From an optimization exercise on the open Yosys and OpenROAD flow, aimed at small area; shortcuts taken in it are not production practice.
The RTL was checked by simulation tests, not by an equivalence proof against the original design.
No activity file was given, so power comes from the tool's default toggle rates.

`design/flow/run.sh`:
```
#!/bin/bash
# synth_recipe.tcl (not shown) runs the flow's synth.tcl, then flattens the netlist and writes it again
# the make line also repeats each setting of config.mk as NAME=value (left out here)
make -C /OpenROAD-flow-scripts/flow DESIGN_CONFIG=/design/flow/config.mk WORK_HOME=/design/flow/orfs CLKGATE_MAP_FILE= SYNTH_SCRIPT=/design/flow/synth_recipe.tcl finish
```
`design/flow/config.mk`:
```
export PLATFORM = sky130hd
export DESIGN_NAME = Elevator
export DESIGN_NICKNAME = Elevator
export VERILOG_FILES = /design/flow/design.v
export SDC_FILE = /design/flow/constraint.sdc
export NUM_CORES = 4
export LEC_CHECK = 0
export CAP_MARGIN = 20
export CORE_MARGIN = 2
export CORE_UTILIZATION = 40
export SLEW_MARGIN = 20
```
`design/flow/constraint.sdc`:
```
create_clock -name core_clock -period 10.0 [get_ports {CLK}]
set_input_delay 2.0000 -clock core_clock [delete_from_list [all_inputs] [get_ports {CLK}]]
set_output_delay 2.0000 -clock core_clock [all_outputs]
set_load 0.01 [all_outputs]
```
`design/flow/design.v`:
```
`timescale 1ns / 1ps
module Elevator(input CLK,
                input RST,
                input [1:0] mode,
                input [3:0] request,
                output [3:0] currentFloor1,
                output [3:0] currentFloor2,
                output doorOpen1,
                output doorOpen2,
                output [3:0] listingLeds,
                output listBusy,
                output reg state);
reg [3:0] pool [0:7];
reg [3:0] task1, task2;
reg [3:0] floor1, floor2;
reg       lb;         
reg [2:0] lk;         
assign currentFloor1 = floor1;
assign currentFloor2 = floor2;
assign doorOpen1 = (task1 == 4'd0);
assign doorOpen2 = (task2 == 4'd0);
assign listBusy = lb;
assign listingLeds = lb ? pool[lk] : 4'd0;
wire [7:0] nz;
wire [7:0] m;
genvar g;
generate for (g = 0; g < 8; g = g + 1) begin : g_flags
  assign nz[g] = (pool[g] != 4'd0);
  assign m[g]  = (pool[g] == request);
end endgenerate
wire idle = !state;
wire work = state | (mode == 2'd3);
wire add  = idle & (mode == 2'd0) & ~|m & ~nz[7];
wire del  = idle & (mode == 2'd2) & (request != 4'd0);
wire lst  = idle & (mode == 2'd1);
wire [7:0] s;
assign s[0] = m[0];
generate for (g = 1; g < 8; g = g + 1) begin : g_pre
  assign s[g] = s[g-1] | m[g];
end endgenerate
wire delok = del & s[7];
wire [7:0] w;
assign w[0] = ~nz[0];
generate for (g = 1; g < 8; g = g + 1) begin : g_w
  assign w[g] = ~nz[g] & nz[g-1];
end endgenerate
wire r1 = doorOpen1;
wire r2 = doorOpen2;
wire [3:0] e1 = r1 ? pool[0] : task1;
wire [3:0] e2 = r2 ? (r1 ? pool[1] : pool[0]) : task2;
wire sh2 = r1 & r2;
wire sh1 = r1 ^ r2;
wire [3:0] nf1 = (e1 > floor1) ? floor1 + 4'd1 :
                 ((e1 < floor1) && (e1 != 4'd0)) ? floor1 - 4'd1 : floor1;
wire [3:0] nf2 = (e2 > floor2) ? floor2 + 4'd1 :
                 ((e2 < floor2) && (e2 != 4'd0)) ? floor2 - 4'd1 : floor2;
wire [3:0] nt1 = (nf1 == e1) ? 4'd0 : e1;
wire [3:0] nt2 = (nf2 == e2) ? 4'd0 : e2;
wire [3:0] head = sh2 ? pool[2] : sh1 ? pool[1] : pool[0];
wire nstate = (nt1 != 4'd0) | (nt2 != 4'd0) | (head != 4'd0);
wire [2:0] ln = lb ? lk + 3'd1 : 3'd0;
wire lnb = nz[ln] & ~(lb & (lk == 3'd7));
integer k;
always @(posedge CLK) begin
  if (RST) begin
    floor1 <= 4'd1;
    floor2 <= 4'd1;
    task1 <= 4'd0;
    task2 <= 4'd0;
    state <= 1'b0;
    lb <= 1'b0;
    for (k = 0; k < 8; k = k + 1) pool[k] <= 4'd0;
  end else begin
    if (work) begin
      floor1 <= nf1;
      floor2 <= nf2;
      task1 <= nt1;
      task2 <= nt2;
      state <= nstate;
      lb <= 1'b0;
      for (k = 0; k < 8; k = k + 1)
        if (sh2) pool[k] <= (k < 6) ? pool[k+2] : 4'd0;
        else if (sh1) pool[k] <= (k < 7) ? pool[k+1] : 4'd0;
    end else if (add) begin
      lb <= 1'b0;
      for (k = 0; k < 8; k = k + 1)
        if (w[k]) pool[k] <= request;
    end else if (delok) begin
      lb <= 1'b0;
      for (k = 0; k < 8; k = k + 1)
        if (s[k]) pool[k] <= (k < 7) ? pool[k+1] : 4'd0;
    end else if (lst) begin
      lb <= lnb;
      lk <= ln;
    end
  end
end
endmodule
```
==> reports/results.ini, run 1 <==
[synthesis]
synth-main-ff-cell=dfxtp_1
ys_warn_count=2
yosysSeqAreaShare_pct=25.3
synthCells=522
syn_area_mm2=0.00432
synth.avg_cell_area_um2=8.27
synthArstFlopShare_pct=0
synthTopCellsByArea=dfxtp_1 23%, xnor2_1 6.3%, ha_1 5.5%
synth-edff-count=3
synth_nets=549
synth.ff_latch_count=53
synth_top_area_share_pct=23.2
synth_cell_types=67
yosysTopAreaCell=dfxtp_1

[global_route]
grt_pass1_vias=3779
antenna_found_initial=0
grt_start_max_net_pins=43
grt.overflow.total=0
grt_pass1_wl_mm=20.0
grtUsageTotal_pct=21.7

[sta]
min_period_over_period_pct=51.4
tightest_slew_ps=890
slew_viol_final=0
period_minus_slack_ps=5140
hold_viol_final=0
rsz0062_at_grt=no
clock_skew_ps=10.9
fin_tns_setup_ps=0
finalSetupViolations=0
slew_headroom_pct=40.3
max_freq_ghz=0.194

[route]
wl_per_cell_um=19.2
avgViaCountPerCell=6.28
drc=0
wl_mm=12.6
ant_nets=0
dr_total_vias=4112
firstDrtPassIters=5
drt_iter0_drc=349

[clock_network]
cts_sinks=53
cts_buffers=5
post_cts_resize_count=0
postCtsSetupBuffers=0
clockBufferDepth=2
cts_tree=built
postCtsHoldBufs=0
cts_root_buf=clkbuf_8
clk_latency_ps=320
htreeDepth=2
clk_pin_slew_worst_paths_ps=100

[power_and_ir_drop]
cellPowerDensity_mw_per_mm2=294
power_leakage_nw=1.75
finalPower_w=0.00137
ir_drop_mv=0.185

[worst_setup_path]
r2r.worst_path.cells=13
path_class=in2reg
cp-endpoint=pool[2][1]$_SDFFE_PP0P_
timing.rr.end=task2[1]$_SDFFE_PP0N_
cp-end-kind=flop
critPathLaunch=request[0]
crit_fanout=19
required_ps=10210
arrival_ps=5350
reg2reg_slack_ps=5660
r2r_start=task1[2]$_SDFFE_PP0N_
start_kind=primary input

[place]
io_buffers=23
gp_congestion=0.919
dp_hpwl_mm=8.90

[die]
die_h_um=108
die_w_um=108
dieArea_mm2=0.0116
rows=37
io_pins=24
core_area_mm2=0.0104
start_util_pct=41.5

[final_layout]
layout_common_cells=50 x dfxtp_1, 33 x nand2_1, 33 x nor3_1, 33 x nor2_1, 31 x xnor2_1
finalNetCount=545
antenna_cells=0
final_common_cell=dfxtp_1
drive_gt1_share_pct=11.2
area_growth_pct=8.14

[run_status]
status=no timing/DRC/antenna violations

[hold_path]
hold_class=reg2reg

[job]
drv_cap=0

[critical path, stage by stage]
cell and delay, ps:
clkdlybuf4s50_1 930, xor2_1 160, nor4_2 440, nor3_1 190, and4_1 420, and3b_1 290, o31ai_2 540, nor3_1 120
a31o_2 240
[cells by family (layout without fill, tap and decap cells)]
kind of cell               after synthesis  after routing  share of synthesized area, %
xor gates and xnor gates                47             47                          9.53
adders and majority gates               19             19                          5.51
muxes                                   21             21                          5.16
buffers and inverters                   57             54                          5.42
AOI/OAI and AO/OA                      154            154                          28.5
DFF                                     53             53                          25.3
and+or+nand+nor                        171            171                          20.6
[flip-flops by register name, summed over array words and instances, names as in the netlist]
signal / cells
task2: 4
floor2: 4
lb: 1
pool: 32
state: 1
task1: 4
floor1: 4
lk: 3
[stage by stage]
| step | setup WS [ps] | hold WS [ps] | utilization (%) | instances | area, um^2 |
|---|---|---|---|---|---|
| 3_5_place_dp | 4640 | 500 | 44.0 | 647 | 4580 |
| 4_1_cts | 4970 | 521 | 44.8 | 655 | 4670 |
| 6_report | 4860 | 516 | 44.8 | 655 | 4670 |
| 2_1_floorplan | 5870 | 486 | - | 522 | 4320 |
| 5_1_grt | 4640 | 566 | 44.8 | 655 | 4670 |
| 3_3_place_gp | 4370 | 500 | 44.0 | 647 | 4580 |
[synthesized netlist by cell type, types with 13 or more instances]
cell,instances
a21oi_1,23
dfxtp_1,50
xnor2_1,31
clkbuf_1,27
o21ai_0,13
inv_1,19
ha_1,19
a31o_2,21
a221oi_1,21
nor3_1,33
nand2_1,33
xor2_1,16
nor2_1,34
[area by class of cell]
| type | instances | area, um^2 |
|---|---|---|
| tap | 136 | 170 |
| clock buffer | 5 | 68.8 |
| multi-input combinational | 412 | 3000 |
| sequential | 53 | 1090 |
| timing repair buffer | 25 | 245 |
| clock inverter | 3 | 20.0 |
| inverter | 21 | 78.8 |
| fill | 1037 | 5750 |
[how the worst min path moves through the flow]
stage	startpoint	end	slack, ps	depth (start not counted)
2_1_floorplan	task2[1]$_SDFFE_PP0N_	task2[1]$_SDFFE_PP0N_	490	1
3_3_place_gp	floor1[3]$_SDFFE_PP0N_	floor1[3]$_SDFFE_PP0N_	500	2
3_5_place_dp	floor1[3]$_SDFFE_PP0N_	floor1[3]$_SDFFE_PP0N_	500	2
4_1_cts	floor1[3]$_SDFFE_PP0N_	floor1[3]$_SDFFE_PP0N_	520	2
5_1_grt	floor1[3]$_SDFFE_PP0N_	floor1[3]$_SDFFE_PP0N_	570	2
6_report	floor1[3]$_SDFFE_PP0N_	floor1[3]$_SDFFE_PP0N_	520	2
[layer usage]
metal  routed length [um]  global-route usage (%)  vias up
li1                     -                       -     1979
met1                 6070                    31.8     1949
met2                 5420                    32.3      163
met3                  865                    2.91       21
met4                  219                    7.51        0
met5                    0                       0        -
[power by group]
part           leakage (nW)  internal [W]  switching [W]
Clock                0.0489     0.0000502      0.0000780
Combinational          1.26      0.000360       0.000542
Sequential            0.434      0.000253      0.0000902
==> run 2: changes to the inputs <==
--- a/design/flow/design.v
+++ b/design/flow/design.v
@@ -14,10 +14,10 @@
 reg [3:0] task1, task2;
 reg [3:0] floor1, floor2;
-reg       lb;         
-reg [2:0] lk;         
+wire [2:0] lk = task1[2:0];
+wire       lb = ~state & task2[0];
 assign currentFloor1 = floor1;
 assign currentFloor2 = floor2;
-assign doorOpen1 = (task1 == 4'd0);
-assign doorOpen2 = (task2 == 4'd0);
+assign doorOpen1 = ~state | (task1 == 4'd0);
+assign doorOpen2 = ~state | (task2 == 4'd0);
 assign listBusy = lb;
 assign listingLeds = lb ? pool[lk] : 4'd0;
@@ -69,5 +69,4 @@
     task2 <= 4'd0;
     state <= 1'b0;
-    lb <= 1'b0;
     for (k = 0; k < 8; k = k + 1) pool[k] <= 4'd0;
   end else begin
@@ -78,19 +77,18 @@
       task2 <= nt2;
       state <= nstate;
-      lb <= 1'b0;
       for (k = 0; k < 8; k = k + 1)
         if (sh2) pool[k] <= (k < 6) ? pool[k+2] : 4'd0;
         else if (sh1) pool[k] <= (k < 7) ? pool[k+1] : 4'd0;
     end else if (add) begin
-      lb <= 1'b0;
+      task2[0] <= 1'b0;
       for (k = 0; k < 8; k = k + 1)
         if (w[k]) pool[k] <= request;
     end else if (delok) begin
-      lb <= 1'b0;
+      task2[0] <= 1'b0;
       for (k = 0; k < 8; k = k + 1)
         if (s[k]) pool[k] <= (k < 7) ? pool[k+1] : 4'd0;
     end else if (lst) begin
-      lb <= lnb;
-      lk <= ln;
+      task2[0] <= lnb;
+      task1[2:0] <= ln;
     end
   end
==> design/flow/flow/run.sh (new file) <==
#!/bin/bash
# Own flow: the standard synthesis, then the combinational logic re-mapped
# for area with ABC (flip-flops kept as the standard synthesis made them), then
# the standard layout from floorplan on, with the smallest buffers on the
# ports.  Each tool's output goes to a log file in this folder.
set -euo pipefail
W=$(pwd)
F=$W/flow
YOSYS=$FLOW_HOME/../tools/install/yosys/bin/yosys
[ -x "$YOSYS" ] || YOSYS=yosys
R=$W/orfs/results/$FLOW_PLATFORM/Elevator/base
LIB=$FLOW_HOME/platforms/$FLOW_PLATFORM/lib/sky130_fd_sc_hd__tt_025C_1v80.lib

bash standard.sh synth > $W/log_std_synth.log 2>&1
cp $R/1_2_yosys.v $W/std_1_2_yosys.v

pids=()
for s in a1 a2 a3; do
  ( cd $W && LIBERTY=$LIB IN_V=$W/std_1_2_yosys.v ABC_SCRIPT=$F/$s.abc OUT_V=$W/rs_$s.v OUT_STAT=$W/rs_$s.stat \
      $YOSYS -c $F/resynth.tcl > $W/log_resynth_$s.log 2>&1 ) &
  pids+=($!)
done
for p in "${pids[@]}"; do wait $p || true; done

best=""; besta=""
for s in a1 a2 a3; do
  [ -s $W/rs_$s.v ] && [ -s $W/rs_$s.stat ] || continue
  a=$(grep 'Chip area' $W/rs_$s.stat | awk '{print $NF}')
  [ -n "$a" ] || continue
  if [ -z "$besta" ] || awk "BEGIN{exit !($a < $besta)}"; then best=$s; besta=$a; fi
done
echo "resynth choice: ${best:-none} ${besta:-}" > $W/log_choice.log
if [ -n "$best" ]; then
  cp $W/rs_$best.v $R/1_2_yosys.v
  rm -f $R/1_synth.odb $R/1_synth.sdc
fi

bash standard.sh finish "BUFFER_PORTS_ARGS=-buffer_cell sky130_fd_sc_hd__buf_1" > $W/log_std_finish.log 2>&1
==> design/flow/flow/a1.abc (new file) <==
strash
balance -l; resub -K 6 -l; rewrite -l; resub -K 6 -N 2 -l; refactor -l; resub -K 8 -l; balance -l; resub -K 8 -N 2 -l; rewrite -l; resub -K 10 -l; rewrite -z -l; resub -K 10 -N 2 -l; balance -l; resub -K 12 -l; refactor -z -l; resub -K 12 -N 2 -l; rewrite -z -l; balance -l
balance -l; resub -K 6 -l; rewrite -l; resub -K 6 -N 2 -l; refactor -l; resub -K 8 -l; balance -l; resub -K 8 -N 2 -l; rewrite -l; resub -K 10 -l; rewrite -z -l; resub -K 10 -N 2 -l; balance -l; resub -K 12 -l; refactor -z -l; resub -K 12 -N 2 -l; rewrite -z -l; balance -l
&get -n
&deepsyn -T 60
&put
balance -l; resub -K 6 -l; rewrite -l; resub -K 6 -N 2 -l; refactor -l; resub -K 8 -l; balance -l; resub -K 8 -N 2 -l; rewrite -l; resub -K 10 -l; rewrite -z -l; resub -K 10 -N 2 -l; balance -l; resub -K 12 -l; refactor -z -l; resub -K 12 -N 2 -l; rewrite -z -l; balance -l
&get -n
&dch -f
&nf -R 1000
&put
==> design/flow/flow/a2.abc (new file) <==
strash
&get -n
&deepsyn -T 60
&put
&get -n
&dch -f
&nf -a -R 1000
&put
==> design/flow/flow/a3.abc (new file) <==
strash
&get -n
&deepsyn -T 90
&put
&get -n
&dch -f
&nf -R 1000
&put
==> design/flow/flow/resynth.tcl (new file) <==
# Re-map the combinational logic of the standard synthesis netlist for area.
# The flip-flops stay as they are (same instances, names and cells).
yosys -import
set lib $::env(LIBERTY)
read_liberty -ignore_miss_func $lib
read_verilog $::env(IN_V)
hierarchy -top $::env(FLOW_TOP)
blackbox sky130_fd_sc_hd__dfxtp_* sky130_fd_sc_hd__edfxtp_* sky130_fd_sc_hd__dfrtp_* sky130_fd_sc_hd__dfstp_* sky130_fd_sc_hd__dfxbp_* sky130_fd_sc_hd__dfrbp_* sky130_fd_sc_hd__dfsbp_* sky130_fd_sc_hd__dfbbp_* sky130_fd_sc_hd__dfbbn_* sky130_fd_sc_hd__dfrtn_* sky130_fd_sc_hd__sdf* sky130_fd_sc_hd__sedf* sky130_fd_sc_hd__dl*
flatten
hierarchy -top $::env(FLOW_TOP)
opt -purge
abc -script $::env(ABC_SCRIPT) -liberty $lib -dont_use *probe* -dont_use *lpflow* -dont_use *clkinv* -dont_use *clkbuf* -dont_use *dly* -dont_use *clkdly*
opt_clean -purge
hilomap -singleton -hicell sky130_fd_sc_hd__conb_1 HI -locell sky130_fd_sc_hd__conb_1 LO
splitnets
opt_clean -purge
tee -o $::env(OUT_STAT) stat -liberty $lib
write_verilog -noattr -nohex -nodec $::env(OUT_V)
==> design/flow/standard.sh (new file) <==
#!/bin/bash
# synth_recipe.tcl (not shown) runs the flow's synth.tcl, then flattens the netlist and writes it again
# the make line also repeats each setting of config.mk as NAME=value (left out here)
make -C /OpenROAD-flow-scripts/flow DESIGN_CONFIG=/design/flow/config.mk WORK_HOME=/design/flow/orfs CLKGATE_MAP_FILE= SYNTH_SCRIPT=/design/flow/synth_recipe.tcl "${@:-finish}"
removed: design/flow/run.sh
==> run 2 against run 1 <==
Still clean. Clock-buffer cell count grew 1. Non-clock buffer count grew 2. Hold slack lost 25 ps. Area after synthesis shrank 25%. Routed wire length shrank 15%. Combinational power shrank 86%. Via count shrank 11%. Utilization grew 1.1 points. Cell area shrank 23%. Largest power group is now registers.
==> reports/results.ini, run 2 <==
[run_status]
status=no timing/DRC/antenna violations

[final_layout]
antenna_cells=0  ; unchanged
drive_gt1_share_pct=2.65  ; -8.5 points
regMostFlops=pool
layout_common_cells=60 x nor2_1, 49 x dfxtp_1, 44 x nand2_1
largest_reg_flops=32  ; unchanged
area_growth_pct=10.4
final_common_cell=nor2_1
fin_util_pct=45.9  ; +1.1 points
finalNetCount=461  ; -15%

[clock_network]
postCtsSetupBuffers=0  ; unchanged
clk_pin_slew_worst_paths_ps=100  ; about the same
htreeDepth=2  ; unchanged
post_cts_resize_count=0  ; unchanged
cts_buffers=5  ; unchanged
cts_root_buf=clkbuf_8
postCtsHoldBufs=0  ; unchanged
clockBufferDepth=2  ; unchanged
cts_tree=built
cts_sinks=49  ; -7.5%
clk_latency_ps=310  ; about the same

[route]
wl_mm=10.7  ; -15%
drt_iter0_drc=572  ; +64%
avgViaCountPerCell=6.56  ; +4.5%
wl_per_cell_um=19.3  ; +0.70%
drc=0  ; unchanged
ant_nets=0  ; unchanged
dr_total_vias=3640  ; -11%
firstDrtPassIters=6  ; +1

[die]
die_h_um=94.1  ; -13%
start_util_pct=41.6  ; +0.13 points
dieArea_mm2=0.00885  ; -24%
core_area_mm2=0.00781  ; -25%
io_pins=24  ; unchanged
die_w_um=94.1  ; -13%
rows=32  ; -14%

[sta]
clock_skew_ps=13.9  ; +3.05 ps
hold-worst-slack_ps=491  ; -25.4 ps
min_period_over_period_pct=54.8  ; +3.4 points
fin_tns_setup_ps=0  ; unchanged
slew_viol_final=0  ; unchanged
finalSetupViolations=0  ; unchanged
hold_viol_final=0  ; unchanged
slew_headroom_pct=38.2  ; -2.1 points
max_freq_ghz=0.182  ; -6.2%
period_minus_slack_ps=5480  ; +339 ps
rsz0062_at_grt=no
tightest_slew_ps=924  ; +33.8 ps

[global_route]
grtUsageTotal_pct=24.5  ; +2.9 points
grt_pass1_wl_mm=17.2  ; -14%
grt_start_max_net_pins=22  ; -49%
antenna_found_initial=0  ; unchanged
grt.overflow.total=0  ; unchanged
grt_pass1_vias=3311  ; -12%

[worst_setup_path]
required_ps=10210  ; about the same
cp-end-kind=flop
crit_fanout=11  ; -8
path_class=in2reg
start_kind=primary input
arrival_ps=5700  ; +350 ps

[place]
gp_congestion=1.01  ; +10%
io_buffers=23  ; unchanged
dp_hpwl_mm=7.62  ; -14%

[power_and_ir_drop]
power_leakage_nw=1.25  ; -28%
cellPowerDensity_mw_per_mm2=133  ; -55%
ir_drop_mv=0.0485  ; -74%
finalPower_w=0.000478  ; -65%

[synthesis]
synth.avg_cell_area_um2=7.75  ; -6.3%
synth_nets=427  ; -22%
syn_area_mm2=0.00325  ; -25%
synthCells=419  ; -20%
ys_warn_count=2  ; unchanged

[hold_path]
hold_class=reg2reg

[job]
drv_cap=0  ; unchanged

[run 2: path summary, 6_finish.rpt]
check / slack (ps) / to / from / depth (start not counted)
worst min-delay path: 490 / task2[2]$_SDFFE_PP0N_ / task2[2]$_SDFFE_PP0N_ / 2
worst min register to register: 490 / task2[2]$_SDFFE_PP0N_ / task2[2]$_SDFFE_PP0N_ / 2
worst max-delay path: 4520 / pool[3][0]$_SDFFE_PP0P_ / request[0] / 14
worst max register to register: 4850 / state$_SDFFE_PP0N_ / task1[0]$_SDFFE_PP0P_ / 17
[run 2: area by class of cell]
type / instances / area (um^2)
fillers: 807 / 4220
multi-input cells: 364 / 2250
flip-flops and latches: 49 / 981
well taps: 102 / 128
repair buffers: 27 / 116
clock buffers: 6 / 82.6
inverters: 6 / 22.5
clock inverters: 1 / 7.51
[run 2: per-layer routing]
layer  GRT usage [%]  share of wire (%)
met3            5.46                9.4
met5               0                  0
met4            8.70                3.1
met2            38.2                 44
met1            33.2                 44
[run 2: worst max-delay path, cell delays in order]
cell     delay, ps
buf_1          550
xor2_1         180
o41ai_1        550
a41oi_1        130
o41ai_1        130
a41oi_1        130
nand2_1        110
a41oi_1         60
o21ai_0        190
o31ai_1        150
or3_1          550
nor3_1         520
nor2_1         170
a22o_1         260
[run 2: where the power goes]
| part | switching, W | internal, W | total (W) |
|---|---|---|---|
| logic | 0.0000811 | 0.0000481 | 0.000129 |
| registers | 0.0000211 | 0.000204 | 0.000225 |
| clock network | 0.0000690 | 0.0000549 | 0.000124 |
[run 2: stage by stage]
stage          worst slack (ps)  cell area [um^2]  std cells
6_report                   4520              3590        555
3_5_place_dp               4370              3490        548
2_1_floorplan              5430              3250        419
5_1_grt                    4300              3590        555
3_3_place_gp               4630              3490        548
4_1_cts                    4620              3580        555

-- re-timing with driven ports --
How much do the figures lean on ideal ports? The routed layouts below were timed once more, with nothing changed but the port constraints.
Step 1 assumes that a clkbuf_16 drives the clock port and a buf_2 every other input.
Step 2 times the ports against the registers' clock, not the clock port: input delays grow and output delays shrink by t, the midpoint of the rising clock arrivals with the driver on.
Slacks: ideal ports / drivers / drivers and shift; pairs: ideal ports / drivers.
run	t, ns	setup slack, ns	hold slack, ns	worst register clock-pin slew, ns	cell pins on the clock port's net
run 1	0.345	4.855 / 4.865 / 4.521	0.516 / 0.516 / 0.516	0.11 / 0.11	1
run 2	0.336	4.516 / 4.518 / 4.182	0.491 / 0.491 / 0.491	0.10 / 0.10	1
After both steps setup and hold are still met in every run listed.
